Background: an optimization exercise with open tools, aiming at small area and a short achievable clock period. Do not read the settings as production practice. At most, simulation tests tie the RTL to the original design; equivalence was not proved. Function not checked in runs 6 and 7: the RTL went through the layout flow alone.

<file path="design.v">
module div_non_restore_pip #(parameter N = 16) (
	input          clk,
	input  [N-1:0] dividend,
	input  [N-1:0] divisor,
	output [N-1:0] quotient
);
	localparam H = N / 2;
	reg [N-1:0] R0, D0;
	reg [N:0]   R  [1:N-1];
	reg         QB [1:N-1];
	reg [N-1:0] D  [1:N-1];
	reg [N-1:0] Q  [1:N-1];
	reg [N-1:0] QO, QF;
	always @(posedge clk) begin
		R0 <= dividend;
		D0 <= divisor;
	end
	wire [N:0] r1 = {R0, 1'b0} - {1'b0, D0};
	always @(posedge clk) begin
		R[1]  <= r1;
		QB[1] <= ~r1[N];
		D[1]  <= D0;
		Q[1]  <= {N{1'b0}};
	end
	genvar s, j;
	generate
		for (s = 2; s <= N; s = s + 1) begin : stage
			wire        neg = R[s-1][N];
			wire        pos = QB[s-1];
			wire [N:0]  b;
			for (j = 0; j <= N; j = j + 1) begin : op
				wire dj = (j < N) ? D[s-1][j] : 1'b0;
				if (j < H) begin : lo
					assign b[j] = dj ^ pos;
				end else begin : hi
					assign b[j] = ~(dj ^ neg);
				end
			end
			wire [N:0] rn = {R[s-1][N-1:0], 1'b0} + b + {{N{1'b0}}, pos};
			if (s < N) begin : mid
				always @(posedge clk) begin
					R[s]  <= rn;
					QB[s] <= ~rn[N];
					D[s]  <= D[s-1];
					Q[s]  <= {Q[s-1][N-2:0], pos};
				end
			end else begin : last
				always @(posedge clk) begin
					QO <= {Q[N-1][N-3:0], pos, ~rn[N]};
					QF <= QO;
				end
			end
		end
	endgenerate
	assign quotient = QF;
endmodule
</file>
<file path="flow/run.sh">
#!/bin/bash
# Own flow: the standard layout, with the synthesis's final ABC mapping
# run from flow/abc.script (delay-oriented) instead of ORFS's abc_speed.script,
# and the port buffers made with buf_2 cells.
# flow/make_args, if present, holds extra make variable settings.
set -euo pipefail
W=$(pwd)
export MY_ABC_SCRIPT=$W/flow/abc.script
export MY_ABC_D=${MY_ABC_D:-1000}
export BUFFER_PORTS_ARGS="-buffer_cell sky130_fd_sc_hd__buf_2"
EXTRA=()
if [[ -f flow/make_args ]]; then read -r -a EXTRA < flow/make_args; fi
cat flow/abc_override.tcl synth_recipe.tcl > my_synth.tcl
sed "s#SYNTH_SCRIPT=[^ ]*#SYNTH_SCRIPT=$W/my_synth.tcl#" standard.sh > my_standard.sh
bash my_standard.sh "${EXTRA[@]}" finish > flow.log 2>&1
</file>
<file path="flow/abc.script">
&get -n
&st
&dch
&nf -p
&put
buffer -p
upsize {D}
dnsize {D}
</file>
<file path="flow/abc_override.tcl">
# Use our own ABC script and delay target for the final technology mapping
# (the generic abc inside yosys synth is unchanged).
proc abc {args} {
  set here [file dirname [file normalize [info script]]]
  set i [lsearch $args -script]
  if {$i >= 0} { lset args [expr {$i+1}] $::env(MY_ABC_SCRIPT) }
  set i [lsearch $args -D]
  if {$i >= 0} { lset args [expr {$i+1}] $::env(MY_ABC_D) } else { lappend args -D $::env(MY_ABC_D) }
  puts "abc (own script): $args"
  yosys abc {*}$args
}
</file>
<file path="flow/make_args">
ADDER_MAP_FILE=
</file>
<file path="standard.sh">
#!/bin/bash
# synth_recipe.tcl (not shown) runs the flow's synth.tcl, then flattens the netlist and writes it again
# the make line also repeats each setting of config.mk as NAME=value (left out here)
make -C /OpenROAD-flow-scripts/flow DESIGN_CONFIG=/design/flow/config.mk WORK_HOME=/design/flow/orfs CLKGATE_MAP_FILE= SYNTH_SCRIPT=/design/flow/synth_recipe.tcl "${@:-finish}"
</file>
<file path="config.mk">
export PLATFORM = sky130hd
export DESIGN_NAME = div_non_restore_pip
export DESIGN_NICKNAME = div_non_restore_pip
export VERILOG_FILES = /design/flow/design.v
export SDC_FILE = /design/flow/constraint.sdc
export NUM_CORES = 4
export LEC_CHECK = 0
export CAP_MARGIN = 20
export CORE_MARGIN = 2
export CORE_UTILIZATION = 55
export CTS_BUF_LIST = sky130_fd_sc_hd__clkbuf_16
export CTS_CLUSTER_DIAMETER = 80
export CTS_CLUSTER_SIZE = 30
export PLACE_DENSITY = 0.75
export SETUP_SLACK_MARGIN = 2.3
export SLEW_MARGIN = 20
export TNS_END_PERCENT = 50
</file>
<file path="constraint.sdc">
create_clock -name core_clock -period 4.5 [get_ports {clk}]
set_input_delay 0.9000 -clock core_clock [delete_from_list [all_inputs] [get_ports {clk}]]
set_output_delay 0.9000 -clock core_clock [all_outputs]
set_load 0.01 [all_outputs]
</file>
==> impl_metrics.py, run 1 <==
metrics = {
    "logic_synthesis": {
        "synth-seq-area-share": 0.5017,
        "post_synth.cell_area_avg_sq_um": 10.05,
        "postSynthRegisterBits": 678,
        "synthMostInstantiatedCell": "sky130_fd_sc_hd__dfxtp_1",
        "yosysUniqueCellTypes": 69,
        "synth-edff-count": 0,
        "synthesis.yosys.warnings": 5,
        "synth_top_area_cell": "sky130_fd_sc_hd__dfxtp_1",
        "yosys-top-cells-area": "sky130_fd_sc_hd__dfxtp_1, sky130_fd_sc_hd__xnor2_1, sky130_fd_sc_hd__xor2_1",
        "synthesis.nets": 2726,
        "synthDominantCellAreaShare": 0.5017,
        "ys_async_sr_fraction": 0,
        "syn-cell-area_sq_um": 27050,
        "post_synth_inst_count": 2693,
        "synthFlopType": "sky130_fd_sc_hd__dfxtp_1",
        "yosys-top-cells-count": "sky130_fd_sc_hd__dfxtp_1, sky130_fd_sc_hd__xnor2_1, sky130_fd_sc_hd__nand2_1",
    },
    "sta": {
        "final_hold_viol_count": 0,
        "grt_setup_unrepaired": "true",
        "timing.fmax_ghz": 0.4516,
        "timing.final.max_slew_violations": 0,
        "slew_headroom": 0.6105,
        "worst-slew-pin-transition_ns": 0.5789,
        "setup_viol_count_final": 0,
        "setup_tns_ns": 0,
        "layout_min_cycle_time_ns": 2.214,
        "fin_worst_skew_ns": 0.03840,
        "final_critical_path_share_of_the_clock_period": 0.4921,
        "worst_hold_slack_ns": 0.3161,
    },
    "route": {
        "wl_um": 54480,
        "drt-pass1-iter-count": 5,
        "routedWlPerCell_um": 15.90,
        "vias_post_dr": 17958,
        "number_of_nets_with_antenna_violations_after_detailed_routing": 0,
        "drc": 0,
        "detail_route.vias_per_cell": 5.242,
        "1st_iter_drt_viols": 1122,
    },
    "floorplan": {
        "die_x_um": 225.8,
        "placeableCoreArea_sq_um": 48750,
        "ios": 49,
        "fp.dieArea_sq_um": 50980,
        "initial_utilization": 0.5549,
        "placementRows": 81,
        "die_height_um": 225.8,
    },
    "setup_path": {
        "setup.worst_path.start_class": "flop",
        "wp_buf_inv": 0,
        "worst_ep_required_time_ns": 5.02,
        "worst_ep_arrival_ns": 2.74,
        "slowest_cell_on_crit_path": "sky130_fd_sc_hd__dfxtp_4",
        "critical-path-top-cell-by-count": "sky130_fd_sc_hd__xor2_1",
        "cp_top_family": "compound AO/OA/AOI/OAI gates",
        "timing.critical_path.to_type": "flop",
        "crit_type": "flop to flop",
        "critPathMaxStageDelay_ns": 0.41,
        "critical_path.max_fanout": 9,
        "worstPathCellList": "xor2_1 -> xnor2_1 -> o21ai_0 -> a21o_1 -> a31oi_1 -> o221ai_1 -> xor2_1",
    },
    "global_routing": {
        "first_global_vias": 17680,
        "grt.overflow.total": 0,
        "groute.usage.overall": 0.2102,
        "grt_antenna_before_repair": 0,
        "grt_first_pass_wirelength_um": 87330,
        "maximum_number_of_pins_on_one_net_before_global_route_repair": 31,
    },
    "cts": {
        "clk_root_buffer_cell": "sky130_fd_sc_hd__clkbuf_16",
        "htree_levels": 1,
        "worst_setup_hold_path_clk_slew_ns": 0.10,
        "clock_latency_ns": 0.64,
        "tritoncts_clock_tree": "done",
        "cts-hold-fix-buffers": 0,
        "cts.sinks": 678,
        "clk_path_buf_depth": 3,
        "cts_made_buffers": 31,
    },
    "cells_and_area": {
        "antennaDiodeCount": 0,
        "p_r_area_growth_vs_syn_pct": 11.17,
        "finish.net_count": 2780,
        "final_layout_size_suffix_gt1_frac": 0.1217,
    },
    "place": {
        "dp_hpwl_um": 41230,
        "gpl.final_weighted_congestion": 0.9418,
        "port_buffers": 48,
    },
    "flow_run": {
        "drv.max_cap_violation_count": 0,
    },
    "min_path": {
        "type_of_the_worst_min_delay_path": "flop to flop",
    },
    "outcome": {
        "run_status": "finished clean",
    },
}
## sequential cells by signal, indices dropped and copies added, names as in the netlist
register / count
D: 240
QF: 16
D0: 16
Q: 105
QO: 16
QB: 15
R0: 16
R: 254
## repair_timing
| item | in CTS | in global routing |
|---|---|---|
| gates cloned | 0 | 0 |
| pin swaps | 2 | 17 |
| hold endpoints to repair | 0 | 0 |
| resized for setup | 62 | 154 |
| setup endpoints to repair | 137 | 113 |
| buffers inserted | 1 | 16 |
## through the flow
step / instance area [sq um] / setup slack, ns / std cells / util
after floorplan: 27050 / 2.449 / 2693 / -
after global routing: 30070 / 2.140 / 3426 / 0.6169
after global placement: 27860 / 1.923 / 3361 / 0.5716
after CTS: 29070 / 2.181 / 3410 / 0.5963
final: 30070 / 2.286 / 3426 / 0.6169
after detailed placement: 27860 / 1.884 / 3361 / 0.5716
## cell families after synthesis
kind of cell,count (synthesis),share of synthesized area
AOI/OAI and AO/OA,585,0.1431
adders and majority gates,8,0.003099
muxes,2,0.0008325
and+or+nand+nor,642,0.09944
buffers and inverters,53,0.01082
xor gates and xnor gates,725,0.2410
DFF,678,0.5017
## routing by layer
layer / GRT usage / part of all wire / wire (um) / up-vias
li1: - / - / - / 9061
met1: 0.3009 / 0.49 / 26860 / 8431
met2: 0.3371 / 0.44 / 23960 / 368
met3: 0.02264 / 0.038 / 2068 / 98
met4: 0.05789 / 0.029 / 1594 / 0
met5: 0 / 0 / 0 / -
## layout by cell type (no fill, tap or decap), types with 10 or more instances in the layout
cell,netlist,final
sky130_fd_sc_hd__a21oi_1,108,103
sky130_fd_sc_hd__xnor2_1,495,433
sky130_fd_sc_hd__nand2b_1,23,23
sky130_fd_sc_hd__o211ai_1,10,10
sky130_fd_sc_hd__xor2_1,216,195
sky130_fd_sc_hd__o21a_1,45,45
sky130_fd_sc_hd__dfxtp_1,678,646
sky130_fd_sc_hd__xnor2_2,0,62
sky130_fd_sc_hd__o21ai_0,220,202
sky130_fd_sc_hd__a31oi_2,4,10
sky130_fd_sc_hd__clkbuf_16,0,31
sky130_fd_sc_hd__nand3_1,10,10
sky130_fd_sc_hd__buf_4,15,14
sky130_fd_sc_hd__buf_2,12,50
sky130_fd_sc_hd__a21o_2,10,10
sky130_fd_sc_hd__dfxtp_2,0,14
sky130_fd_sc_hd__a31oi_1,28,16
sky130_fd_sc_hd__dfxtp_4,0,18
sky130_fd_sc_hd__o21ai_1,4,19
sky130_fd_sc_hd__o31ai_1,24,18
sky130_fd_sc_hd__xor2_2,4,24
sky130_fd_sc_hd__nor2b_1,34,32
sky130_fd_sc_hd__a21o_1,37,37
sky130_fd_sc_hd__nand2_1,341,341
sky130_fd_sc_hd__nor2_1,192,188
## worst paths after layout
path	start	end	slack (ns)	cells after the start
worst min register to register	Q[8][1]$_DFF_P_	Q[9][2]$_DFF_P_	0.32	0
worst max register to register	QB[14]$_DFF_P_	R[15][15]$_DFF_P_	2.29	7
worst max-delay path	QB[14]$_DFF_P_	R[15][15]$_DFF_P_	2.29	7
worst min-delay path	Q[8][1]$_DFF_P_	Q[9][2]$_DFF_P_	0.32	0
## layout make-up
class	count	area, sq um
Clock buffer	31	775.7
Clock inverter	17	254.0
Fill cell	3935	18680
Inverter	9	33.78
Multi-Input combinational cell	1962	14150
Sequential cell	678	13660
Tap cell	664	830.8
Timing Repair Buffer	65	366.6
==> run 2: changes to the inputs <==
--- a/config.mk
+++ b/config.mk
@@ -12,3 +12,4 @@
 export CTS_CLUSTER_DIAMETER = 80
-export CTS_CLUSTER_SIZE = 30
+export CTS_CLUSTER_SIZE = 35
+export GPL_ROUTABILITY_DRIVEN = 0
 export PLACE_DENSITY = 0.75
==> run 2 against run 1 <==
  * Maximum frequency fell by 1.1%
  * Critical endpoint is now QB[1]$_DFF_P_
  * Clock-buffer cell count down 4
  * Clock skew shrank 0.022 ns
  * Utilization decreased by 0.61 points
  * Still clean on timing, DRC and antenna
  * Largest cell class unchanged
  * Wire length shrank 1.6%
==> impl_metrics.py, run 2 <==
metrics = {
    "logic_synthesis": {
        "yosys-top-cells-count": "sky130_fd_sc_hd__dfxtp_1, sky130_fd_sc_hd__xnor2_1, sky130_fd_sc_hd__nand2_1",
        "synth_top_area_cell": "sky130_fd_sc_hd__dfxtp_1",
        "syn-cell-area_sq_um": 27050,
        "ys_async_sr_fraction": 0,
        "synthesis.yosys.warnings": 5,
        "synthFlopType": "sky130_fd_sc_hd__dfxtp_1",
        "synth-seq-area-share": 0.5017,
        "yosysUniqueCellTypes": 69,
        "synthDominantCellAreaShare": 0.5017,
        "synthesis.nets": 2726,
        "post_synth_inst_count": 2693,
        "post_synth.cell_area_avg_sq_um": 10.05,
        "synth-edff-count": 0,
        "postSynthRegisterBits": 678,
        "synthMostInstantiatedCell": "sky130_fd_sc_hd__dfxtp_1",
        "yosys-top-cells-area": "sky130_fd_sc_hd__dfxtp_1, sky130_fd_sc_hd__xnor2_1, sky130_fd_sc_hd__xor2_1",
    },
    "route": {
        "vias_post_dr": 18031,
        "drc": 0,
        "routedWlPerCell_um": 15.67,
        "detail_route.vias_per_cell": 5.271,
        "1st_iter_drt_viols": 1104,
        "number_of_nets_with_antenna_violations_after_detailed_routing": 0,
        "wl_um": 53600,
        "drt-pass1-iter-count": 6,
    },
    "cts": {
        "worst_setup_hold_path_clk_slew_ns": 0.11,
        "clk_root_buffer_cell": "sky130_fd_sc_hd__clkbuf_16",
        "clock_latency_ns": 0.62,
        "tritoncts_clock_tree": "done",
        "cts_made_buffers": 27,
        "htree_levels": 1,
        "clk_path_buf_depth": 3,
        "cts.sinks": 678,
        "cts-hold-fix-buffers": 0,
    },
    "sta": {
        "grt_setup_unrepaired": "true",
        "final_critical_path_share_of_the_clock_period": 0.4975,
        "setup_viol_count_final": 0,
        "worst_hold_slack_ns": 0.3371,
        "setup_tns_ns": 0,
        "slew_headroom": 0.5488,
        "worst-slew-pin-transition_ns": 0.6683,
        "fin_worst_skew_ns": 0.01679,
        "timing.final.max_slew_violations": 0,
        "final_hold_viol_count": 0,
        "layout_min_cycle_time_ns": 2.239,
        "timing.fmax_ghz": 0.4467,
    },
    "cells_and_area": {
        "finish.net_count": 2774,
        "fillCellCount": 3894,
        "largest-register": "R",
        "p_r_area_growth_vs_syn_pct": 10.07,
        "layout_common_cells": "sky130_fd_sc_hd__dfxtp_1, sky130_fd_sc_hd__xnor2_1, sky130_fd_sc_hd__nand2_1",
        "postLayoutCellArea_sq_um": 29780,
        "final_layout_size_suffix_gt1_frac": 0.1110,
        "largest_register_ffs": 254,
        "largestRegisters": "R (254), D (240), Q (105)",
        "antennaDiodeCount": 0,
        "commonest_non_fill_non_tap_cell_in_the_layout": "sky130_fd_sc_hd__dfxtp_1",
    },
    "global_routing": {
        "first_global_vias": 17517,
        "grt.overflow.total": 0,
        "grt_antenna_before_repair": 1,
        "grt_first_pass_wirelength_um": 86200,
        "groute.usage.overall": 0.2064,
        "maximum_number_of_pins_on_one_net_before_global_route_repair": 36,
    },
    "floorplan": {
        "ios": 49,
        "die_x_um": 225.8,
        "placementRows": 81,
        "die_height_um": 225.8,
        "fp.dieArea_sq_um": 50980,
        "placeableCoreArea_sq_um": 48750,
        "initial_utilization": 0.5549,
    },
    "place": {
        "placed_area_sq_um": 27860,
        "port_buffers": 48,
        "dp_hpwl_um": 40560,
    },
    "setup_path": {
        "timing.critical_path.to_type": "flop",
        "setup.worst_path.start_class": "flop",
        "crit_type": "flop to flop",
        "critical_path.max_fanout": 3,
        "worst_ep_arrival_ns": 2.75,
        "worst_ep_required_time_ns": 5.01,
    },
    "min_path": {
        "type_of_the_worst_min_delay_path": "flop to flop",
    },
    "flow_run": {
        "drv.max_cap_violation_count": 0,
    },
    "outcome": {
        "run_status": "finished clean",
    },
}
==> run 2: cell counts after synthesis <==
No cell type changed its count.
==> run 2: worst paths after layout <==
| check | startpoint | endpoint | slack, ns | cells past startpoint |
|---|---|---|---|---|
| setup / recovery | R0[0]$_DFF_P_ | QB[1]$_DFF_P_ | 2.26 | 7 |
| hold / removal | QO[2]$_DFF_P_ | QF[2]$_DFF_P_ | 0.34 | 0 |
| setup reg to reg | R0[0]$_DFF_P_ | QB[1]$_DFF_P_ | 2.26 | 7 |
| hold reg to reg | QO[2]$_DFF_P_ | QF[2]$_DFF_P_ | 0.34 | 0 |
==> run 2: metal layers <==
metal / wire length (um) / global-route usage / vias to the layer above
met5: 13 / 0 / -
met4: 1462 / 0.05362 / 2
met3: 2141 / 0.01939 / 104
met2: 23690 / 0.3336 / 470
met1: 26300 / 0.2965 / 8401
li1: - / - / 9054
==> run 2: critical path, cell delays in order, from the launching register on <==
cell and delay (ns):
sky130_fd_sc_hd__dfxtp_1 0.39, sky130_fd_sc_hd__nor2b_1 0.24, sky130_fd_sc_hd__a21oi_1 0.10, sky130_fd_sc_hd__o21a_1 0.24, sky130_fd_sc_hd__o31a_1 0.36, sky130_fd_sc_hd__o21ba_2 0.26, sky130_fd_sc_hd__o2111ai_2 0.30, sky130_fd_sc_hd__xor2_2 0.25
==> run 2: through the flow <==
stage          std cells  worst slack [ns]    util
2_1_floorplan       2693             2.449       -
3_3_place_gp        3361             1.994  0.5716
3_5_place_dp        3361             1.982  0.5716
4_1_cts             3406             2.180  0.5940
5_1_grt             3421             2.172  0.6108
6_report            3421             2.261  0.6108
==> run 2: final cells by class <==
class | count | area (sq um) | area share
Clock inverter | 18 | 219.0 | 0.007354
Multi-Input combinational cell | 1962 | 14000 | 0.4702
Clock buffer | 27 | 675.6 | 0.02269
Sequential cell | 678 | 13650 | 0.4586
Timing Repair Buffer | 63 | 360.3 | 0.01210
Inverter | 9 | 33.78 | 0.001135
Tap cell | 664 | 830.8 | 0.02790
==> run 2: cell families (layout without fill, tap and decap cells) <==
family | count (synthesis) | in the layout | share of synthesized area
multiplexers | 2 | 2 | 0.0008325
XOR/XNOR | 725 | 725 | 0.2410
flip-flops | 678 | 678 | 0.5017
AO/OA/AOI/OAI | 585 | 585 | 0.1431
buffers and inverters | 53 | 117 | 0.01082
adder cells (fa/ha/maj) | 8 | 8 | 0.003099
AND/OR/NAND/NOR | 642 | 642 | 0.09944
==> run 2: what timing repair did <==
| action | 4_1_cts | 5_1_grt |
|---|---|---|
| setup endpoints to repair | 139 | 118 |
| pin swaps | 1 | 13 |
| resized for setup | 58 | 125 |
| setup buffers | 0 | 15 |
==> run 3: changes to the inputs <==
--- a/config.mk
+++ b/config.mk
@@ -12,6 +12,6 @@
 export CTS_CLUSTER_DIAMETER = 80
-export CTS_CLUSTER_SIZE = 35
+export CTS_CLUSTER_SIZE = 30
 export GPL_ROUTABILITY_DRIVEN = 0
 export PLACE_DENSITY = 0.75
-export SETUP_SLACK_MARGIN = 2.3
+export SETUP_SLACK_MARGIN = 2.35
 export SLEW_MARGIN = 20
==> run 3 against run 2 <==
  * Still clean on timing, DRC and antenna
  * Maximum frequency grew 2.3%
  * Synthesized cell count stayed put
  * Hold slack got worse by 0.0014 ns
  * Die area stayed put
  * Critical path depth up 1
  * Synthesized area unchanged
  * Clock skew rose by 0.0083 ns
  * Largest cell class unchanged
  * Highest routed layer is now met4
==> impl_metrics.py, run 3 <==
metrics = {
    "logic_synthesis": {
        "synthFlopType": "sky130_fd_sc_hd__dfxtp_1",
        "yosys-top-cells-count": "sky130_fd_sc_hd__dfxtp_1, sky130_fd_sc_hd__xnor2_1, sky130_fd_sc_hd__nand2_1",
        "yosys-top-cells-area": "sky130_fd_sc_hd__dfxtp_1, sky130_fd_sc_hd__xnor2_1, sky130_fd_sc_hd__xor2_1",
        "synthMostInstantiatedCell": "sky130_fd_sc_hd__dfxtp_1",
        "yosysUniqueCellTypes": 69,
        "ys_async_sr_fraction": 0,
        "synthesis.yosys.warnings": 5,
        "synth-seq-area-share": 0.5017,
        "synthesis.nets": 2726,
        "synth-edff-count": 0,
        "post_synth_inst_count": 2693,
        "synth_top_area_cell": "sky130_fd_sc_hd__dfxtp_1",
        "postSynthRegisterBits": 678,
        "syn-cell-area_sq_um": 27050,
        "synthDominantCellAreaShare": 0.5017,
        "post_synth.cell_area_avg_sq_um": 10.05,
    },
    "global_routing": {
        "grt.overflow.total": 0,
        "grt_antenna_before_repair": 1,
        "groute.usage.overall": 0.2085,
        "first_global_vias": 17596,
        "grt_first_pass_wirelength_um": 86970,
        "maximum_number_of_pins_on_one_net_before_global_route_repair": 31,
    },
    "route": {
        "drc": 0,
        "detail_route.vias_per_cell": 5.286,
        "routedWlPerCell_um": 16.06,
        "number_of_nets_with_antenna_violations_after_detailed_routing": 0,
        "vias_post_dr": 18147,
        "wl_um": 55120,
        "1st_iter_drt_viols": 1113,
        "drt-pass1-iter-count": 5,
    },
    "cts": {
        "htree_levels": 1,
        "cts.sinks": 678,
        "clock_latency_ns": 0.62,
        "tritoncts_clock_tree": "done",
        "clk_root_buffer_cell": "sky130_fd_sc_hd__clkbuf_16",
        "cts-hold-fix-buffers": 0,
        "clk_path_buf_depth": 3,
        "cts_made_buffers": 28,
        "worst_setup_hold_path_clk_slew_ns": 0.11,
    },
    "sta": {
        "layout_min_cycle_time_ns": 2.188,
        "setup_tns_ns": 0,
        "fin_worst_skew_ns": 0.02511,
        "timing.final.max_slew_violations": 0,
        "timing.fmax_ghz": 0.4570,
        "setup_viol_count_final": 0,
        "grt_setup_unrepaired": "true",
        "final_critical_path_share_of_the_clock_period": 0.4862,
        "final_hold_viol_count": 0,
        "slew_headroom": 0.6250,
        "worst-slew-pin-transition_ns": 0.5484,
    },
    "setup_path": {
        "critPathMaxStageDelay_ns": 0.38,
        "worst_ep_required_time_ns": 5.04,
        "critical_path.max_fanout": 6,
        "timing.critical_path.to_type": "flop",
        "worst_ep_arrival_ns": 2.73,
        "reg2reg_setup_slack_ns": 2.31,
        "rr_startpoint": "QB[9]$_DFF_P_",
        "reg2reg_depth": 8,
        "worstPathCellList": "clkbuf_4 -> xor2_2 -> xnor2_2 -> or2_1 -> nor3_1 -> a21oi_1 -> o41ai_2 -> xor2_1",
        "setup.worst_path.start_class": "flop",
        "slowest_cell_on_crit_path": "sky130_fd_sc_hd__dfxtp_4",
        "crit_type": "flop to flop",
        "rr_endpoint": "R[10][15]$_DFF_P_",
        "cp_top_family": "XOR/XNOR gates",
        "wp_buf_inv": 1,
    },
    "floorplan": {
        "die_height_um": 225.8,
        "die_x_um": 225.8,
        "fp.dieArea_sq_um": 50980,
        "placeableCoreArea_sq_um": 48750,
        "ios": 49,
        "placementRows": 81,
        "initial_utilization": 0.5549,
    },
    "cells_and_area": {
        "fillCellCount": 3809,
        "finish.net_count": 2792,
        "largest_register_ffs": 254,
        "post_layout_nonfiller_instances": 3433,
        "p_r_area_growth_vs_syn_pct": 12.41,
        "layout_common_cells": "sky130_fd_sc_hd__dfxtp_1, sky130_fd_sc_hd__xnor2_1, sky130_fd_sc_hd__nand2_1",
        "commonest_non_fill_non_tap_cell_in_the_layout": "sky130_fd_sc_hd__dfxtp_1",
        "final_layout_size_suffix_gt1_frac": 0.1437,
        "largestRegisters": "R (254), D (240), Q (105)",
        "postLayoutCellArea_sq_um": 30410,
        "final_core_utilization": 0.6238,
        "antennaDiodeCount": 0,
        "largest-register": "R",
    },
    "place": {
        "port_buffers": 48,
        "placed_area_sq_um": 27860,
        "dp_hpwl_um": 40560,
        "placed_cells": 3361,
    },
    "min_path": {
        "worstHoldPathCells": 0,
        "type_of_the_worst_min_delay_path": "flop to flop",
        "min_to": "Q[14][7]$_DFF_P_",
        "holdCritStartpoint": "Q[13][6]$_DFF_P_",
    },
    "flow_run": {
        "drv.max_cap_violation_count": 0,
    },
    "outcome": {
        "run_status": "finished clean",
    },
}
[run 3: routing by layer]
| layer | GRT usage | part of all wire | vias up |
|---|---|---|---|
| li1 | - | - | 9090 |
| met1 | 0.2962 | 0.48 | 8506 |
| met2 | 0.3390 | 0.45 | 448 |
| met3 | 0.01991 | 0.039 | 103 |
| met4 | 0.05768 | 0.026 | 0 |
| met5 | 0 | 0 | - |
[run 3: worst max-delay path by stage]
stage,end,cells past startpoint,from
global placement,R[6][13]$_DFF_P_,6,QB[5]$_DFF_P_
floorplan,R[7][13]$_DFF_P_,7,QB[6]$_DFF_P_
CTS,R[1][11]$_DFF_P_,7,D0[2]$_DFF_P_
global route,R[10][15]$_DFF_P_,8,QB[9]$_DFF_P_
detailed placement,R[6][13]$_DFF_P_,6,QB[5]$_DFF_P_
finish,R[10][15]$_DFF_P_,8,QB[9]$_DFF_P_
[run 3: cells by family (layout without fill, tap and decap cells)]
logic type | count (synthesis) | in the layout | synth area share
xor+xnor | 725 | 725 | 0.2410
flops | 678 | 678 | 0.5017
simple gates | 642 | 642 | 0.09944
compound gates | 585 | 585 | 0.1431
buf+inv | 53 | 129 | 0.01082
fa+ha+maj | 8 | 8 | 0.003099
mux | 2 | 2 | 0.0008325
[run 3: layout make-up]
cell class / count / area (sq um) / share of cell area
Multi-Input combinational cell: 1962 / 14580 / 0.4794
Inverter: 9 / 33.78 / 0.001111
Sequential cell: 678 / 13670 / 0.4495
Clock inverter: 12 / 118.9 / 0.003909
Timing Repair Buffer: 80 / 478.0 / 0.01572
Clock buffer: 28 / 700.7 / 0.02304
Tap cell: 664 / 830.8 / 0.02732
[run 3: what timing repair did]
action                                  CTS  global route
pin swaps                                 7            29
resized for setup                        93           199
endpoints found under the setup margin  149           126
buffers inserted                          4            28
[run 3: worst reg2reg max path, cell delays in order, from the launching register on]
cell and delay, ns:
sky130_fd_sc_hd__dfxtp_4 0.38, sky130_fd_sc_hd__clkbuf_4 0.20, sky130_fd_sc_hd__xor2_2 0.21, sky130_fd_sc_hd__xnor2_2 0.17
sky130_fd_sc_hd__or2_1 0.26, sky130_fd_sc_hd__nor3_1 0.19, sky130_fd_sc_hd__a21oi_1 0.19, sky130_fd_sc_hd__o41ai_2 0.36
sky130_fd_sc_hd__xor2_1 0.17
[run 3: stage by stage]
step                hold WS, ns  setup WS (ns)
floorplan                0.3096          2.449
global placement         0.3107          1.994
detailed placement       0.3121          1.982
CTS                      0.3345          2.242
global route             0.3396          2.180
finish                   0.3357          2.312
==> run 4: changes to the inputs <==
--- a/config.mk
+++ b/config.mk
@@ -15,3 +15,3 @@
 export PLACE_DENSITY = 0.75
-export SETUP_SLACK_MARGIN = 2.35
+export SETUP_SLACK_MARGIN = 2.25
 export SLEW_MARGIN = 20
==> run 4 against run 3 <==
  * Critical path depth fell by 1
  * Register-to-register slack worse by 0.09 ns
  * Utilization fell by 2.2 points
  * Global-route usage is 0.22 points lower
  * Critical endpoint is now QO[0]$_DFF_P_
  * Clock-buffer cell count unchanged
  * Via count fell by 1.2%
  * Flip-flop and latch count unchanged
  * Maximum frequency down 3.9%
  * Cell count down 0.79%
==> impl_metrics.py, run 4 <==
metrics = {
    "outcome": {
        "run_status": "finished clean",
    },
    "logic_synthesis": {
        "synthesis.nets": 2726,
        "synth_compound_gate_area_share": 0.1431,
        "synthFlopType": "sky130_fd_sc_hd__dfxtp_1",
        "synth-edff-count": 0,
        "syn-cell-area_sq_um": 27050,
        "synth_mux_area_frac": 0.0008325,
        "yosys-top-cells-count": "sky130_fd_sc_hd__dfxtp_1, sky130_fd_sc_hd__xnor2_1, sky130_fd_sc_hd__nand2_1",
        "synth_top_area_cell": "sky130_fd_sc_hd__dfxtp_1",
        "yosysUniqueCellTypes": 69,
        "synthDominantCellAreaShare": 0.5017,
        "yosys-top-cells-area": "sky130_fd_sc_hd__dfxtp_1, sky130_fd_sc_hd__xnor2_1, sky130_fd_sc_hd__xor2_1",
        "post_synth.cell_area_avg_sq_um": 10.05,
        "postSynthRegisterBits": 678,
        "synth_simple_gate_area_share": 0.09944,
        "post_synth_inst_count": 2693,
        "synth-adder-area-share": 0.003099,
        "synth-seq-area-share": 0.5017,
        "dominant_combinational_cell_family_by_area_after_synthesis": "XOR/XNOR gates",
        "synthMostInstantiatedCell": "sky130_fd_sc_hd__dfxtp_1",
        "synth_xor_area_frac": 0.2410,
        "synthesis.yosys.warnings": 5,
        "ys_async_sr_fraction": 0,
    },
    "cts": {
        "tritoncts_clock_tree": "done",
        "clock_latency_ns": 0.62,
        "cts.sinks": 678,
        "clk_root_buffer_cell": "sky130_fd_sc_hd__clkbuf_16",
        "worst_setup_hold_path_clk_slew_ns": 0.10,
        "cts_made_buffers": 28,
        "htree_levels": 1,
        "clk_path_buf_depth": 3,
    },
    "sta": {
        "timing.fmax_ghz": 0.4391,
        "slew_headroom": 0.5378,
        "timing.final.max_slew_violations": 0,
        "worst-slew-pin-transition_ns": 0.6846,
        "setup_viol_count_final": 0,
        "final_critical_path_share_of_the_clock_period": 0.5060,
        "fin_worst_skew_ns": 0.02740,
        "grt_setup_unrepaired": "true",
        "final_hold_viol_count": 0,
        "layout_min_cycle_time_ns": 2.277,
        "setup_slack_ns": 2.223,
        "setup_tns_ns": 0,
    },
    "setup_path": {
        "critPathMaxStageDelay_ns": 0.62,
        "critical-path-top-cell-by-count": "sky130_fd_sc_hd__xnor2_1",
        "slowest_cell_on_crit_path": "sky130_fd_sc_hd__dfxtp_1",
        "path_depth": 7,
        "reg2reg_depth": 7,
        "worstPathCellList": "xnor2_1 -> and2_1 -> a2111oi_0 -> o211ai_1 -> a211oi_1 -> nor4_1 -> xnor2_1",
        "cp_top_family": "compound AO/OA/AOI/OAI gates",
        "rr_startpoint": "R[15][16]$_DFF_P_",
        "rr_endpoint": "QO[0]$_DFF_P_",
        "worst_ep_arrival_ns": 2.78,
        "timing.critical_path.to_type": "flop",
        "setup.worst_path.start_class": "flop",
        "reg2reg_setup_slack_ns": 2.22,
        "crit_type": "flop to flop",
        "critical_path.max_fanout": 9,
        "wp_buf_inv": 0,
        "worst_ep_required_time_ns": 5.00,
    },
    "floorplan": {
        "placeableCoreArea_sq_um": 48750,
        "fp.dieArea_sq_um": 50980,
        "die_height_um": 225.8,
        "initial_utilization": 0.5549,
        "placementRows": 81,
        "die_x_um": 225.8,
        "ios": 49,
    },
    "route": {
        "dr_wl_met2_um": 23460,
        "number_of_nets_with_antenna_violations_after_detailed_routing": 0,
        "drt-pass1-iter-count": 7,
        "top_layer_used": "met4",
        "detail_route.vias_per_cell": 5.263,
        "route.layer.met1.wl_um": 26280,
        "routed-wl-met3_um": 2066,
        "1st_iter_drt_viols": 1246,
        "wl_um": 53250,
        "drc": 0,
        "routedWlPerCell_um": 15.63,
        "vias_post_dr": 17926,
    },
    "min_path": {
        "min_to": "Q[12][7]$_DFF_P_",
        "worstHoldPathCells": 0,
        "type_of_the_worst_min_delay_path": "flop to flop",
        "holdCritStartpoint": "Q[11][6]$_DFF_P_",
    },
    "global_routing": {
        "maximum_number_of_pins_on_one_net_before_global_route_repair": 31,
        "first_global_vias": 17433,
        "grt.overflow.total": 0,
        "groute.usage.overall": 0.2063,
        "grt_antenna_before_repair": 0,
        "grt_first_pass_wirelength_um": 86140,
    },
    "cells_and_area": {
        "largestRegisters": "R (254), D (240), Q (105)",
        "final_layout_size_suffix_gt1_frac": 0.09300,
        "p_r_area_growth_vs_syn_pct": 8.376,
        "commonest_non_fill_non_tap_cell_in_the_layout": "sky130_fd_sc_hd__dfxtp_1",
        "largest_register_ffs": 254,
        "largest-register": "R",
        "layout_common_cells": "sky130_fd_sc_hd__dfxtp_1, sky130_fd_sc_hd__xnor2_1, sky130_fd_sc_hd__nand2_1",
        "antennaDiodeCount": 0,
        "postLayoutCellArea_sq_um": 29320,
        "finish.net_count": 2765,
    },
    "place": {
        "placed_area_sq_um": 27860,
        "dp_hpwl_um": 40560,
        "port_buffers": 48,
        "pre_cts_ws_ns": 1.982,
    },
    "flow_run": {
        "drv.max_cap_violation_count": 0,
    },
}
## run 4: cell count changes in the layout (fill, tap and decap cells not counted), sizes merged
cell,before,now
buf,79,52
## run 4: how the worst max path moves through the flow
stage                                 start          endpoint  slack (ns)
final                     R[15][16]$_DFF_P_     QO[0]$_DFF_P_        2.22
after global routing      R[15][16]$_DFF_P_     QO[0]$_DFF_P_        2.11
after CTS                    QB[15]$_DFF_P_     QO[0]$_DFF_P_        2.18
after detailed placement      QB[5]$_DFF_P_  R[6][13]$_DFF_P_        1.98
after global placement        QB[5]$_DFF_P_  R[6][13]$_DFF_P_        1.99
after floorplan               QB[6]$_DFF_P_  R[7][13]$_DFF_P_        2.45
## run 4: layout make-up
class,instances,area [sq um]
Fill cell,3986,19430
Multi-Input combinational cell,1962,13720
Sequential cell,678,13640
Tap cell,664,830.8
Clock buffer,28,700.7
Timing Repair Buffer,53,277.8
Clock inverter,12,118.9
Inverter,9,33.78
## run 4: cell families (layout without fill, tap and decap cells)
| logic type | count (synthesis) | after routing |
|---|---|---|
| multiplexers | 2 | 2 |
| flip-flops | 678 | 678 |
| AO/OA/AOI/OAI | 585 | 585 |
| adder cells (fa/ha/maj) | 8 | 8 |
| buffers and inverters | 53 | 102 |
| AND/OR/NAND/NOR | 642 | 642 |
| XOR/XNOR | 725 | 725 |
## run 4: repair_timing
action                                  in CTS  in global routing
endpoints found under the setup margin     116                108
gates resized for setup                     38                 87
pin swaps                                    1                  8
hold buffers                                 0                  0
buffers inserted                             0                  5
## run 4: metal layers
layer	track usage	vias to the layer above
met5	0	-
met4	0.05661	0
met3	0.01965	99
met2	0.3324	447
met1	0.2957	8342
li1	-	9038
## run 4: through the flow
step	utilization	hold slack [ns]	cells
after floorplan	-	0.3096	2693
after global placement	0.5716	0.3107	3361
after detailed placement	0.5716	0.3121	3361
after CTS	0.5905	0.3346	3401
after global routing	0.6014	0.3370	3406
final	0.6014	0.3360	3406
## run 4: worst register-to-register path, stage by stage, from the launching register on
cell and delay (ns):
sky130_fd_sc_hd__dfxtp_1 0.62, sky130_fd_sc_hd__xnor2_1 0.15, sky130_fd_sc_hd__and2_1 0.19, sky130_fd_sc_hd__a2111oi_0 0.53, sky130_fd_sc_hd__o211ai_1 0.20, sky130_fd_sc_hd__a211oi_1 0.25, sky130_fd_sc_hd__nor4_1 0.10, sky130_fd_sc_hd__xnor2_1 0.13
==> run 5: changes to the inputs <==
--- a/config.mk
+++ b/config.mk
@@ -11,3 +11,3 @@
 export CTS_BUF_LIST = sky130_fd_sc_hd__clkbuf_16
-export CTS_CLUSTER_DIAMETER = 80
+export CTS_CLUSTER_DIAMETER = 60
 export CTS_CLUSTER_SIZE = 30
@@ -15,3 +15,3 @@
 export PLACE_DENSITY = 0.75
-export SETUP_SLACK_MARGIN = 2.25
+export SETUP_SLACK_MARGIN = 2.3
 export SLEW_MARGIN = 20
==> run 5 against run 4 <==
  * Utilization is 1.9 points higher
  * Final area is 3.1% higher
  * Register-to-register slack better by 0.06 ns
  * Hold slack worse by 0.0082 ns
  * Maximum frequency up 2.8%
  * Flip-flop and latch count unchanged
  * Global-route usage increased by 0.46 points
  * Synthesized cell count is the same
==> impl_metrics.py, run 5 <==
metrics = {
    "global_routing": {
        "gr-usage-met3": 0.03344,
        "met2_track_demand_over_resource_in_global_routing": 0.3397,
        "first_global_vias": 17651,
        "maximum_number_of_pins_on_one_net_before_global_route_repair": 31,
        "grt_antenna_before_repair": 1,
        "grt-busiest-layer": "met2",
        "met1_usage": 0.2953,
        "groute.usage.overall": 0.2109,
        "grt.overflow.total": 0,
        "grt_first_pass_wirelength_um": 87150,
    },
    "logic_synthesis": {
        "synthesis.yosys.warnings": 5,
        "postSynthRegisterBits": 678,
        "yosys-top-cells-area": "sky130_fd_sc_hd__dfxtp_1, sky130_fd_sc_hd__xnor2_1, sky130_fd_sc_hd__xor2_1",
        "synthesis.nets": 2726,
        "synth_xor_area_frac": 0.2410,
        "ys_async_sr_fraction": 0,
        "synth_mux_area_frac": 0.0008325,
        "dominant_combinational_cell_family_by_area_after_synthesis": "XOR/XNOR gates",
        "yosys-top-cells-count": "sky130_fd_sc_hd__dfxtp_1, sky130_fd_sc_hd__xnor2_1, sky130_fd_sc_hd__nand2_1",
        "synth_simple_gate_area_share": 0.09944,
        "post_synth_inst_count": 2693,
        "synth-seq-area-share": 0.5017,
        "synthMostInstantiatedCell": "sky130_fd_sc_hd__dfxtp_1",
        "synthDominantCellAreaShare": 0.5017,
        "synth_top_area_cell": "sky130_fd_sc_hd__dfxtp_1",
        "synth-adder-area-share": 0.003099,
        "yosysUniqueCellTypes": 69,
        "post_synth.cell_area_avg_sq_um": 10.05,
        "synth-edff-count": 0,
        "syn-cell-area_sq_um": 27050,
        "synth_compound_gate_area_share": 0.1431,
        "synthFlopType": "sky130_fd_sc_hd__dfxtp_1",
    },
    "place": {
        "dp_hpwl_um": 40560,
        "pre_cts_ws_ns": 1.982,
        "placed_cells": 3361,
        "port_buffers": 48,
    },
    "floorplan": {
        "die_x_um": 225.8,
        "ios": 49,
        "placeableCoreArea_sq_um": 48750,
        "initial_utilization": 0.5549,
        "fp.dieArea_sq_um": 50980,
        "placementRows": 81,
        "die_height_um": 225.8,
    },
    "cts": {
        "tritoncts_clock_tree": "done",
        "clock_latency_ns": 0.61,
        "clk_path_buf_depth": 3,
        "cts.sinks": 678,
        "worst_setup_hold_path_clk_slew_ns": 0.10,
        "cts-hold-fix-buffers": 0,
        "cts_made_buffers": 38,
        "clk_root_buffer_cell": "sky130_fd_sc_hd__clkbuf_16",
        "htree_levels": 2,
    },
    "cells_and_area": {
        "largest_register_ffs": 254,
        "largestRegisters": "R (254), D (240), Q (105)",
        "post_layout_nonfiller_instances": 3439,
        "commonest_non_fill_non_tap_cell_in_the_layout": "sky130_fd_sc_hd__dfxtp_1",
        "final_core_utilization": 0.6204,
        "layout_common_cells": "sky130_fd_sc_hd__dfxtp_1, sky130_fd_sc_hd__xnor2_1, sky130_fd_sc_hd__nand2_1",
        "finish.net_count": 2778,
        "fillCellCount": 3843,
        "largest-register": "R",
        "final_layout_size_suffix_gt1_frac": 0.1204,
        "antennaDiodeCount": 0,
        "register_area_sq_um": 13650,
        "multiInputGateArea_sq_um": 14090,
        "p_r_area_growth_vs_syn_pct": 11.79,
    },
    "sta": {
        "layout_min_cycle_time_ns": 2.216,
        "timing.final.max_slew_violations": 0,
        "slew_headroom": 0.6250,
        "setup_slack_ns": 2.284,
        "fin_worst_skew_ns": 0.05523,
        "grt_setup_unrepaired": "true",
        "setup_viol_count_final": 0,
        "timing.fmax_ghz": 0.4512,
        "setup_tns_ns": 0,
        "final_hold_viol_count": 0,
        "worst-slew-pin-transition_ns": 0.5484,
        "final_critical_path_share_of_the_clock_period": 0.4925,
    },
    "flow_run": {
        "drv.max_cap_violation_count": 0,
    },
    "setup_path": {
        "reg2reg_depth": 7,
        "worst_ep_required_time_ns": 5.01,
        "rr_endpoint": "QB[1]$_DFF_P_",
        "critical_path.max_fanout": 3,
        "worst_ep_arrival_ns": 2.73,
        "timing.critical_path.to_type": "flop",
        "setup.worst_path.start_class": "flop",
        "reg2reg_setup_slack_ns": 2.28,
        "crit_type": "flop to flop",
        "rr_startpoint": "R0[0]$_DFF_P_",
    },
    "route": {
        "drc": 0,
        "routedWlPerCell_um": 15.85,
        "drt-pass1-iter-count": 5,
        "number_of_nets_with_antenna_violations_after_detailed_routing": 0,
        "vias_post_dr": 18292,
        "1st_iter_drt_viols": 1207,
        "wl_um": 54490,
        "detail_route.vias_per_cell": 5.319,
    },
    "outcome": {
        "run_status": "finished clean",
    },
    "min_path": {
        "holdCritStartpoint": "Q[13][9]$_DFF_P_",
        "worstHoldPathCells": 0,
        "min_to": "Q[14][10]$_DFF_P_",
        "type_of_the_worst_min_delay_path": "flop to flop",
    },
}
[run 5: cell counts after synthesis]
Identical to the previous run, type by type.
[run 5: cell families (layout without fill, tap and decap cells)]
logic type | count (synthesis) | count (layout)
AO/OA/AOI/OAI | 585 | 585
XOR/XNOR | 725 | 725
adder cells (fa/ha/maj) | 8 | 8
buffers and inverters | 53 | 135
flip-flops | 678 | 678
multiplexers | 2 | 2
AND/OR/NAND/NOR | 642 | 642
[run 5: worst max-delay path by stage]
stage	cells past startpoint	slack [ns]	start	end
2_1_floorplan	7	2.45	QB[6]$_DFF_P_	R[7][13]$_DFF_P_
3_3_place_gp	6	1.99	QB[5]$_DFF_P_	R[6][13]$_DFF_P_
3_5_place_dp	6	1.98	QB[5]$_DFF_P_	R[6][13]$_DFF_P_
4_1_cts	7	2.18	QB[15]$_DFF_P_	QO[0]$_DFF_P_
5_1_grt	7	2.18	QB[2]$_DFF_P_	R[3][11]$_DFF_P_
6_report	7	2.28	R0[0]$_DFF_P_	QB[1]$_DFF_P_
[run 5: layout make-up]
| cell class | instances | area share |
|---|---|---|
| clock buffer | 39 | 0.03227 |
| clock inverter | 31 | 0.01179 |
| inverter | 9 | 0.001117 |
| multi-input combinational | 1962 | 0.4658 |
| sequential | 678 | 0.4513 |
| tap | 664 | 0.02747 |
| timing repair buffer | 56 | 0.01018 |
[run 5: per-stage QoR]
stage          hold WS [ns]  instance area, sq um
3_5_place_dp         0.3121                 27860
2_1_floorplan        0.3096                 27050
6_report             0.3278                 30240
5_1_grt              0.3337                 30240
3_3_place_gp         0.3107                 27860
4_1_cts              0.3293                 29440
[run 5: critical path, stage by stage (launching register included)]
cell and delay [ns]:
sky130_fd_sc_hd__dfxtp_1 0.38, sky130_fd_sc_hd__nor2b_1 0.24, sky130_fd_sc_hd__a21oi_1 0.10, sky130_fd_sc_hd__o21a_1 0.23, sky130_fd_sc_hd__o31a_1 0.37, sky130_fd_sc_hd__o21ba_2 0.27, sky130_fd_sc_hd__o2111ai_2 0.30, sky130_fd_sc_hd__xor2_2 0.23
[run 5: metal layers]
metal,share of wire,vias up
met4,0.023,0
met5,0,-
li1,-,9082
met3,0.048,105
met1,0.48,8564
met2,0.45,541
[run 5: what timing repair did]
| item | 4_1_cts | 5_1_grt |
|---|---|---|
| buffers inserted | 0 | 8 |
| endpoints found under the setup margin | 139 | 113 |
| resized for setup | 66 | 136 |
| pin swaps | 3 | 17 |
| gates cloned | 0 | 0 |
==> run 6: changes to the inputs <==
--- a/design.v
+++ b/design.v
@@ -6,6 +6,7 @@
 );
-	localparam H = N / 2;
 	reg [N-1:0] R0, D0;
 	reg [N:0]   R  [1:N-1];
+	reg         NB [1:N-1];
 	reg         QB [1:N-1];
+	reg         PB [1:N-1];
 	reg [N-1:0] D  [1:N-1];
@@ -20,3 +21,5 @@
 		R[1]  <= r1;
+		NB[1] <= r1[N];
 		QB[1] <= ~r1[N];
+		PB[1] <= ~r1[N];
 		D[1]  <= D0;
@@ -27,14 +30,16 @@
 		for (s = 2; s <= N; s = s + 1) begin : stage
-			wire        neg = R[s-1][N];
-			wire        pos = QB[s-1];
+			wire        neg  = R[s-1][N];
+			wire        neg2 = NB[s-1];
+			wire        pos  = QB[s-1];
+			wire        pos2 = PB[s-1];
 			wire [N:0]  b;
-			for (j = 0; j <= N; j = j + 1) begin : op
-				wire dj = (j < N) ? D[s-1][j] : 1'b0;
-				if (j < H) begin : lo
-					assign b[j] = dj ^ pos;
-				end else begin : hi
-					assign b[j] = ~(dj ^ neg);
-				end
+			for (j = 0; j < N; j = j + 1) begin : op
+				if (j < N / 4)          begin : q0 assign b[j] = D[s-1][j] ^ pos;     end
+				else if (j < N / 2)     begin : q1 assign b[j] = D[s-1][j] ^ pos2;    end
+				else if (j < 3 * N / 4) begin : q2 assign b[j] = ~(D[s-1][j] ^ neg);  end
+				else                    begin : q3 assign b[j] = ~(D[s-1][j] ^ neg2); end
 			end
+			assign b[N] = ~neg2;
 			wire [N:0] rn = {R[s-1][N-1:0], 1'b0} + b + {{N{1'b0}}, pos};
+			wire [N:0] t  = {R[s-1][N-1:0], 1'b0} + {pos2, b[N-1:0]} + {{N{1'b0}}, pos};
 			if (s < N) begin : mid
@@ -42,3 +47,5 @@
 					R[s]  <= rn;
+					NB[s] <= t[N];
 					QB[s] <= ~rn[N];
+					PB[s] <= ~t[N];
 					D[s]  <= D[s-1];
--- a/flow/run.sh
+++ b/flow/run.sh
@@ -2,4 +2,3 @@
 # Own flow: the standard layout, with the synthesis's final ABC mapping
-# run from flow/abc.script (delay-oriented) instead of ORFS's abc_speed.script,
-# and the port buffers made with buf_2 cells.
+# run from flow/abc.script (delay-oriented) instead of ORFS's abc_speed.script.
 # flow/make_args, if present, holds extra make variable settings.
@@ -9,3 +8,2 @@
 export MY_ABC_D=${MY_ABC_D:-1000}
-export BUFFER_PORTS_ARGS="-buffer_cell sky130_fd_sc_hd__buf_2"
 EXTRA=()
--- a/config.mk
+++ b/config.mk
@@ -11,5 +11,4 @@
 export CTS_BUF_LIST = sky130_fd_sc_hd__clkbuf_16
-export CTS_CLUSTER_DIAMETER = 60
+export CTS_CLUSTER_DIAMETER = 80
 export CTS_CLUSTER_SIZE = 30
-export GPL_ROUTABILITY_DRIVEN = 0
 export PLACE_DENSITY = 0.75
@@ -17,2 +16 @@
 export SLEW_MARGIN = 20
-export TNS_END_PERCENT = 50
==> run 6 against run 5 <==
  * First-iteration DRC count increased by 9.0%
  * Clock-buffer cell count decreased by 9
  * Utilization increased by 0.42 points
  * Hold slack got worse by 0.0092 ns
  * Clock skew decreased by 0.034 ns
  * Wire length increased by 8.7%
  * Critical path depth unchanged
  * Via count increased by 0.36%
  * Critical endpoint is now PB[1]$_DFF_P_
  * Highest routed layer unchanged
==> impl_metrics.py, run 6 <==
metrics = {
    "sta": {
        "setup_viol_count_final": 0,
        "final_hold_viol_count": 0,
        "final_critical_path_share_of_the_clock_period": 0.4939,
        "timing.fmax_ghz": 0.4499,
        "layout_min_cycle_time_ns": 2.223,
        "timing.final.max_slew_violations": 0,
        "fin_worst_skew_ns": 0.02141,
        "grt_setup_unrepaired": "true",
        "setup_tns_ns": 0,
        "worst-slew-pin-transition_ns": 0.5230,
        "slew_headroom": 0.6488,
    },
    "setup_path": {
        "slowest_cell_on_crit_path": "sky130_fd_sc_hd__o31a_1",
        "reg2reg_depth": 7,
        "rr_startpoint": "D0[2]$_DFF_P_",
        "crit_type": "flop to flop",
        "reg2reg_setup_slack_ns": 2.28,
        "setup.worst_path.start_class": "flop",
        "critical_path.max_fanout": 3,
        "worst_ep_required_time_ns": 5.04,
        "worstPathCellList": "xnor2_2 -> nand2_1 -> o21a_1 -> o31a_1 -> o21ba_4 -> o211ai_1 -> xor2_2",
        "worst_ep_arrival_ns": 2.76,
        "timing.critical_path.to_type": "flop",
        "critPathMaxStageDelay_ns": 0.38,
        "rr_endpoint": "PB[1]$_DFF_P_",
    },
    "logic_synthesis": {
        "yosys-top-cells-count": "sky130_fd_sc_hd__dfxtp_1, sky130_fd_sc_hd__xnor2_1, sky130_fd_sc_hd__nand2_1",
        "syn-cell-area_sq_um": 28030,
        "ys_async_sr_fraction": 0,
        "synth-seq-area-share": 0.5042,
        "post_synth_inst_count": 2760,
        "synthesis.nets": 2793,
        "synthFlopType": "sky130_fd_sc_hd__dfxtp_1",
        "synthDominantCellAreaShare": 0.5042,
        "synth_top_area_cell": "sky130_fd_sc_hd__dfxtp_1",
        "synthMostInstantiatedCell": "sky130_fd_sc_hd__dfxtp_1",
        "yosys-top-cells-area": "sky130_fd_sc_hd__dfxtp_1, sky130_fd_sc_hd__xnor2_1, sky130_fd_sc_hd__xor2_1",
        "post_synth.cell_area_avg_sq_um": 10.16,
        "postSynthRegisterBits": 706,
        "yosysUniqueCellTypes": 63,
        "synthesis.yosys.warnings": 7,
        "synth-edff-count": 0,
    },
    "route": {
        "drt-pass1-iter-count": 6,
        "drc": 0,
        "number_of_nets_with_antenna_violations_after_detailed_routing": 0,
        "vias_post_dr": 18358,
        "routedWlPerCell_um": 16.98,
        "1st_iter_drt_viols": 1316,
        "wl_um": 59240,
        "detail_route.vias_per_cell": 5.262,
    },
    "cells_and_area": {
        "antennaDiodeCount": 0,
        "p_r_area_growth_vs_syn_pct": 12.00,
        "finish.net_count": 2840,
        "commonest_non_fill_non_tap_cell_in_the_layout": "sky130_fd_sc_hd__dfxtp_1",
        "largest_register_ffs": 254,
        "largest-register": "R",
        "largestRegisters": "R (254), D (240), Q (105)",
        "final_layout_size_suffix_gt1_frac": 0.1196,
        "layout_common_cells": "sky130_fd_sc_hd__dfxtp_1, sky130_fd_sc_hd__xnor2_1, sky130_fd_sc_hd__nand2_1",
    },
    "cts": {
        "tritoncts_clock_tree": "done",
        "cts.sinks": 706,
        "clk_path_buf_depth": 3,
        "clock_latency_ns": 0.63,
        "worst_setup_hold_path_clk_slew_ns": 0.10,
        "htree_levels": 1,
        "cts-hold-fix-buffers": 0,
        "clk_root_buffer_cell": "sky130_fd_sc_hd__clkbuf_16",
        "cts_made_buffers": 30,
    },
    "place": {
        "dp_hpwl_um": 45400,
        "port_buffers": 48,
        "gpl.final_weighted_congestion": 0.9007,
    },
    "floorplan": {
        "die_x_um": 229.8,
        "ios": 49,
        "placeableCoreArea_sq_um": 50270,
        "die_height_um": 229.8,
        "initial_utilization": 0.5576,
        "placementRows": 82,
        "fp.dieArea_sq_um": 52790,
    },
    "global_routing": {
        "grt_first_pass_wirelength_um": 94270,
        "grt.overflow.total": 0,
        "first_global_vias": 18326,
        "grt_antenna_before_repair": 1,
        "groute.usage.overall": 0.2187,
        "maximum_number_of_pins_on_one_net_before_global_route_repair": 31,
    },
    "outcome": {
        "run_status": "finished clean",
    },
    "min_path": {
        "worstHoldPathCells": 0,
        "holdCritStartpoint": "Q[7][1]$_DFF_P_",
        "type_of_the_worst_min_delay_path": "flop to flop",
        "min_to": "Q[8][2]$_DFF_P_",
    },
    "flow_run": {
        "drv.max_cap_violation_count": 0,
    },
}
[run 6: cell count changes after synthesis, sizes merged, moves of 5 or more]
cell,before,now
xor2,220,256
or2,9,16
xnor2,495,502
a21o,47,52
nand2,342,328
nand3,10,15
o311ai,18,24
a221oi,9,14
o31ai,29,20
dfxtp,678,706
o21a,45,30
a31oi,34,39
nor2b,35,43
[run 6: what timing repair did]
item,in CTS,in global routing
pin swaps,11,18
resized for setup,87,174
setup endpoints to repair,130,134
buffers inserted,4,6
[run 6: worst max path at each step]
| stage | from | end |
|---|---|---|
| global route | D0[2]$_DFF_P_ | PB[1]$_DFF_P_ |
| global placement | PB[1]$_DFF_P_ | R[2][15]$_DFF_P_ |
| finish | D0[2]$_DFF_P_ | PB[1]$_DFF_P_ |
| floorplan | PB[13]$_DFF_P_ | NB[14]$_DFF_P_ |
| CTS | QB[8]$_DFF_P_ | R[9][13]$_DFF_P_ |
| detailed placement | PB[1]$_DFF_P_ | R[2][15]$_DFF_P_ |
[run 6: cell type report]
type / count / area [sq um]
multi-input cells: 1999 / 14850
inverters: 12 / 45.04
repair buffers: 58 / 535.5
fillers: 4100 / 18880
flip-flops and latches: 706 / 14200
well taps: 672 / 840.8
clock inverters: 12 / 168.9
clock buffers: 30 / 750.7
[run 6: critical path: cells and delay by family (launching register included)]
family           cells  cell delay [ns]
AO/OA/AOI/OAI        4             1.20
XOR/XNOR             2             0.46
flip-flops           1             0.36
AND/OR/NAND/NOR      1             0.12
[run 6: per-stage QoR]
step / setup WS (ns) / utilization / cells / cell area, sq um / hold WS [ns]
after floorplan: 2.483 / - / 2760 / 28030 / 0.3096
after global placement: 2.012 / 0.5799 / 3437 / 29150 / 0.3101
after detailed placement: 1.972 / 0.5799 / 3437 / 29150 / 0.3121
after CTS: 2.292 / 0.6049 / 3483 / 30410 / 0.3129
after global routing: 2.159 / 0.6245 / 3489 / 31400 / 0.3149
final: 2.277 / 0.6245 / 3489 / 31400 / 0.3186
[run 6: cells by family (layout without fill, tap and decap cells)]
kind of cell	count (synthesis)	in the layout	synth area share
AOI/OAI and AO/OA	569	569	0.1389
xor gates and xnor gates	765	765	0.2425
adders and majority gates	11	11	0.004062
buffers and inverters	55	112	0.008793
DFF	706	706	0.5042
muxes	2	2	0.0008034
and+or+nand+nor	652	652	0.1008
[run 6: layer usage]
metal | up-vias | wire length [um] | track usage
li1 | 9252 | - | -
met1 | 8696 | 28780 | 0.3063
met2 | 334 | 27100 | 0.3625
met3 | 76 | 1985 | 0.02480
met4 | 0 | 1379 | 0.05161
met5 | - | 0 | 0
==> run 7: changes to the inputs <==
--- a/config.mk
+++ b/config.mk
@@ -14,3 +14,3 @@
 export PLACE_DENSITY = 0.75
-export SETUP_SLACK_MARGIN = 2.3
+export SETUP_SLACK_MARGIN = 2.4
 export SLEW_MARGIN = 20
==> run 7 against run 6 <==
  * Clock skew increased by 0.0014 ns
  * Flip-flop and latch count stayed put
  * Global-route usage up 0.25 points
  * Non-clock buffer count increased by 40
  * Register-to-register slack gained 0.05 ns
  * Setup slack improved by 0.053 ns
  * Still clean on timing, DRC and antenna
  * Critical path depth increased by 1
  * Hold slack improved by 0.0014 ns
==> impl_metrics.py, run 7 <==
metrics = {
    "floorplan": {
        "initial_utilization": 0.5576,
        "die_height_um": 229.8,
        "placeableCoreArea_sq_um": 50270,
        "fp.dieArea_sq_um": 52790,
        "ios": 49,
        "die_x_um": 229.8,
        "placementRows": 82,
    },
    "logic_synthesis": {
        "synthesis.nets": 2793,
        "yosys-top-cells-count": "sky130_fd_sc_hd__dfxtp_1, sky130_fd_sc_hd__xnor2_1, sky130_fd_sc_hd__nand2_1",
        "syn-cell-area_sq_um": 28030,
        "post_synth_inst_count": 2760,
        "synthDominantCellAreaShare": 0.5042,
        "post_synth.cell_area_avg_sq_um": 10.16,
        "synth_top_area_cell": "sky130_fd_sc_hd__dfxtp_1",
        "synthFlopType": "sky130_fd_sc_hd__dfxtp_1",
        "synth-edff-count": 0,
        "yosys-top-cells-area": "sky130_fd_sc_hd__dfxtp_1, sky130_fd_sc_hd__xnor2_1, sky130_fd_sc_hd__xor2_1",
        "yosysUniqueCellTypes": 63,
        "synth-seq-area-share": 0.5042,
        "synthesis.yosys.warnings": 7,
        "postSynthRegisterBits": 706,
        "synthMostInstantiatedCell": "sky130_fd_sc_hd__dfxtp_1",
        "ys_async_sr_fraction": 0,
    },
    "sta": {
        "final_hold_viol_count": 0,
        "timing.final.max_slew_violations": 0,
        "slew_headroom": 0.6390,
        "final_critical_path_share_of_the_clock_period": 0.4822,
        "timing.fmax_ghz": 0.4609,
        "setup_slack_ns": 2.330,
        "setup_viol_count_final": 0,
        "worst-slew-pin-transition_ns": 0.5390,
        "setup_tns_ns": 0,
        "grt_setup_unrepaired": "true",
        "layout_min_cycle_time_ns": 2.170,
        "worst_hold_slack_ns": 0.3200,
        "fin_worst_skew_ns": 0.02283,
    },
    "place": {
        "pre_cts_ws_ns": 1.972,
        "placed_cells": 3437,
        "port_buffers": 48,
        "dp_hpwl_um": 45400,
        "placed_area_sq_um": 29150,
        "gpl.final_weighted_congestion": 0.9007,
    },
    "route": {
        "routedWlPerCell_um": 17.62,
        "drc": 0,
        "vias_post_dr": 18747,
        "number_of_nets_with_antenna_violations_after_detailed_routing": 0,
        "detail_route.vias_per_cell": 5.312,
        "1st_iter_drt_viols": 1333,
        "drt-pass1-iter-count": 8,
        "wl_um": 62180,
    },
    "global_routing": {
        "first_global_vias": 18464,
        "groute.usage.overall": 0.2212,
        "grt_antenna_before_repair": 1,
        "grt_first_pass_wirelength_um": 95430,
        "maximum_number_of_pins_on_one_net_before_global_route_repair": 31,
        "grt.overflow.total": 0,
    },
    "cts": {
        "worst_setup_hold_path_clk_slew_ns": 0.11,
        "tritoncts_clock_tree": "done",
        "htree_levels": 1,
        "cts_made_buffers": 30,
        "clock_latency_ns": 0.63,
        "clk_path_buf_depth": 3,
        "cts.sinks": 706,
        "clk_root_buffer_cell": "sky130_fd_sc_hd__clkbuf_16",
    },
    "cells_and_area": {
        "postLayoutCellArea_sq_um": 33110,
        "commonest_non_fill_non_tap_cell_in_the_layout": "sky130_fd_sc_hd__dfxtp_1",
        "largest-register": "R",
        "post_layout_nonfiller_instances": 3529,
        "finish.net_count": 2880,
        "largestRegisters": "R (254), D (240), Q (105)",
        "largest_register_ffs": 254,
        "antennaDiodeCount": 0,
        "final_layout_size_suffix_gt1_frac": 0.2058,
        "p_r_area_growth_vs_syn_pct": 18.10,
        "final_core_utilization": 0.6585,
        "fillCellCount": 3862,
        "layout_common_cells": "sky130_fd_sc_hd__dfxtp_1, sky130_fd_sc_hd__xnor2_1, sky130_fd_sc_hd__nand2_1",
    },
    "setup_path": {
        "reg2reg_depth": 8,
        "crit_type": "flop to flop",
        "critical_path.max_fanout": 3,
        "worst_ep_required_time_ns": 5.03,
        "reg2reg_setup_slack_ns": 2.33,
        "timing.critical_path.to_type": "flop",
        "setup.worst_path.start_class": "flop",
        "rr_startpoint": "R0[1]$_DFF_P_",
        "rr_endpoint": "R[1][13]$_DFF_P_",
        "worst_ep_arrival_ns": 2.70,
    },
    "flow_run": {
        "drv.max_cap_violation_count": 0,
    },
    "min_path": {
        "worstHoldPathCells": 0,
        "holdCritStartpoint": "Q[7][1]$_DFF_P_",
        "type_of_the_worst_min_delay_path": "flop to flop",
        "min_to": "Q[8][2]$_DFF_P_",
    },
    "outcome": {
        "run_status": "finished clean",
    },
}
[run 7: cell counts after synthesis]
Identical to the previous run, type by type.
[run 7: timing repair]
| item | in CTS | in global routing |
|---|---|---|
| buffers inserted | 9 | 41 |
| pin swaps | 24 | 71 |
| gates resized for setup | 204 | 361 |
| hold buffers | 0 | 0 |
| endpoints found under the setup margin | 162 | 157 |
| cloned | 0 | 0 |
[run 7: worst max-delay path: stages, from the launching register on]
cell and delay (ns):
sky130_fd_sc_hd__dfxtp_2 0.37, sky130_fd_sc_hd__xnor2_4 0.15, sky130_fd_sc_hd__buf_4 0.15, sky130_fd_sc_hd__and2_1 0.17
sky130_fd_sc_hd__a221oi_4 0.38, sky130_fd_sc_hd__o21bai_2 0.17, sky130_fd_sc_hd__a31oi_4 0.26, sky130_fd_sc_hd__o21ai_0 0.15
sky130_fd_sc_hd__xnor2_1 0.27
[run 7: cell type report]
type | instances | area, sq um | area share
clock buffer | 30 | 750.7 | 0.02268
inverter | 12 | 45.04 | 0.001361
timing repair buffer | 98 | 795.8 | 0.02404
multi-input combinational | 1999 | 16230 | 0.4903
tap | 672 | 840.8 | 0.02540
sequential | 706 | 14270 | 0.4312
clock inverter | 12 | 168.9 | 0.005102
[run 7: how the worst max path moves through the flow]
| stage | from | end | slack, ns | cells after the start |
|---|---|---|---|---|
| 2_1_floorplan | PB[13]$_DFF_P_ | NB[14]$_DFF_P_ | 2.48 | 8 |
| 3_3_place_gp | PB[1]$_DFF_P_ | R[2][15]$_DFF_P_ | 2.01 | 7 |
| 3_5_place_dp | PB[1]$_DFF_P_ | R[2][15]$_DFF_P_ | 1.97 | 7 |
| 4_1_cts | R0[1]$_DFF_P_ | PB[1]$_DFF_P_ | 2.33 | 7 |
| 5_1_grt | R0[1]$_DFF_P_ | R[1][13]$_DFF_P_ | 2.26 | 8 |
| 6_report | R0[1]$_DFF_P_ | R[1][13]$_DFF_P_ | 2.33 | 8 |
[run 7: kinds of logic after synthesis]
logic type	synth area share
DFF	0.5042
buffers and inverters	0.008793
xor gates and xnor gates	0.2425
muxes	0.0008034
AOI/OAI and AO/OA	0.1389
adders and majority gates	0.004062
and+or+nand+nor	0.1008
[run 7: per-layer routing]
layer / track usage / vias up / part of all wire
li1: - / 9310 / -
met1: 0.3101 / 8966 / 0.47
met2: 0.3697 / 383 / 0.47
met3: 0.02406 / 88 / 0.038
met4: 0.04677 / 0 / 0.022
met5: 0 / - / 0

-- static timing again, ports no longer ideal --
In the flow no input, the clock included, has a driving cell. The finished layouts below were timed again as built, in two steps.
Step 1: set_driving_cell puts a clkbuf_16 on clk and a buf_2 on each other input, an assumption about the parent block.
Step 2 times the ports against the registers' clock, not the clock port: input delays grow and output delays shrink by t, the midpoint of the rising clock arrivals with the driver on.
a / b / c = ideal ports / drivers / drivers and shift; a / b = the first two.
| run | t, ns | setup slack, ns | slew at the worst register clock pin (ns) | worst slew at a driven data input, ns |
|---|---|---|---|---|
| run 1 | 0.676 | 2.286 / 2.286 / 2.286 | 0.10 / 0.10 | 0.05 |
| run 2 | 0.671 | 2.261 / 2.261 / 2.261 | 0.12 / 0.12 | 0.04 |
| run 3 | 0.665 | 2.312 / 2.312 / 2.312 | 0.11 / 0.11 | 0.03 |
| run 4 | 0.663 | 2.223 / 2.223 / 2.223 | 0.11 / 0.11 | 0.03 |
| run 5 | 0.638 | 2.284 / 2.284 / 2.284 | 0.10 / 0.10 | 0.04 |
| run 6 | 0.673 | 2.277 / 2.277 / 2.277 | 0.11 / 0.11 | 0.04 |
| run 7 | 0.676 | 2.330 / 2.330 / 2.330 | 0.11 / 0.11 | 0.04 |
After both steps every run listed still meets setup and hold.
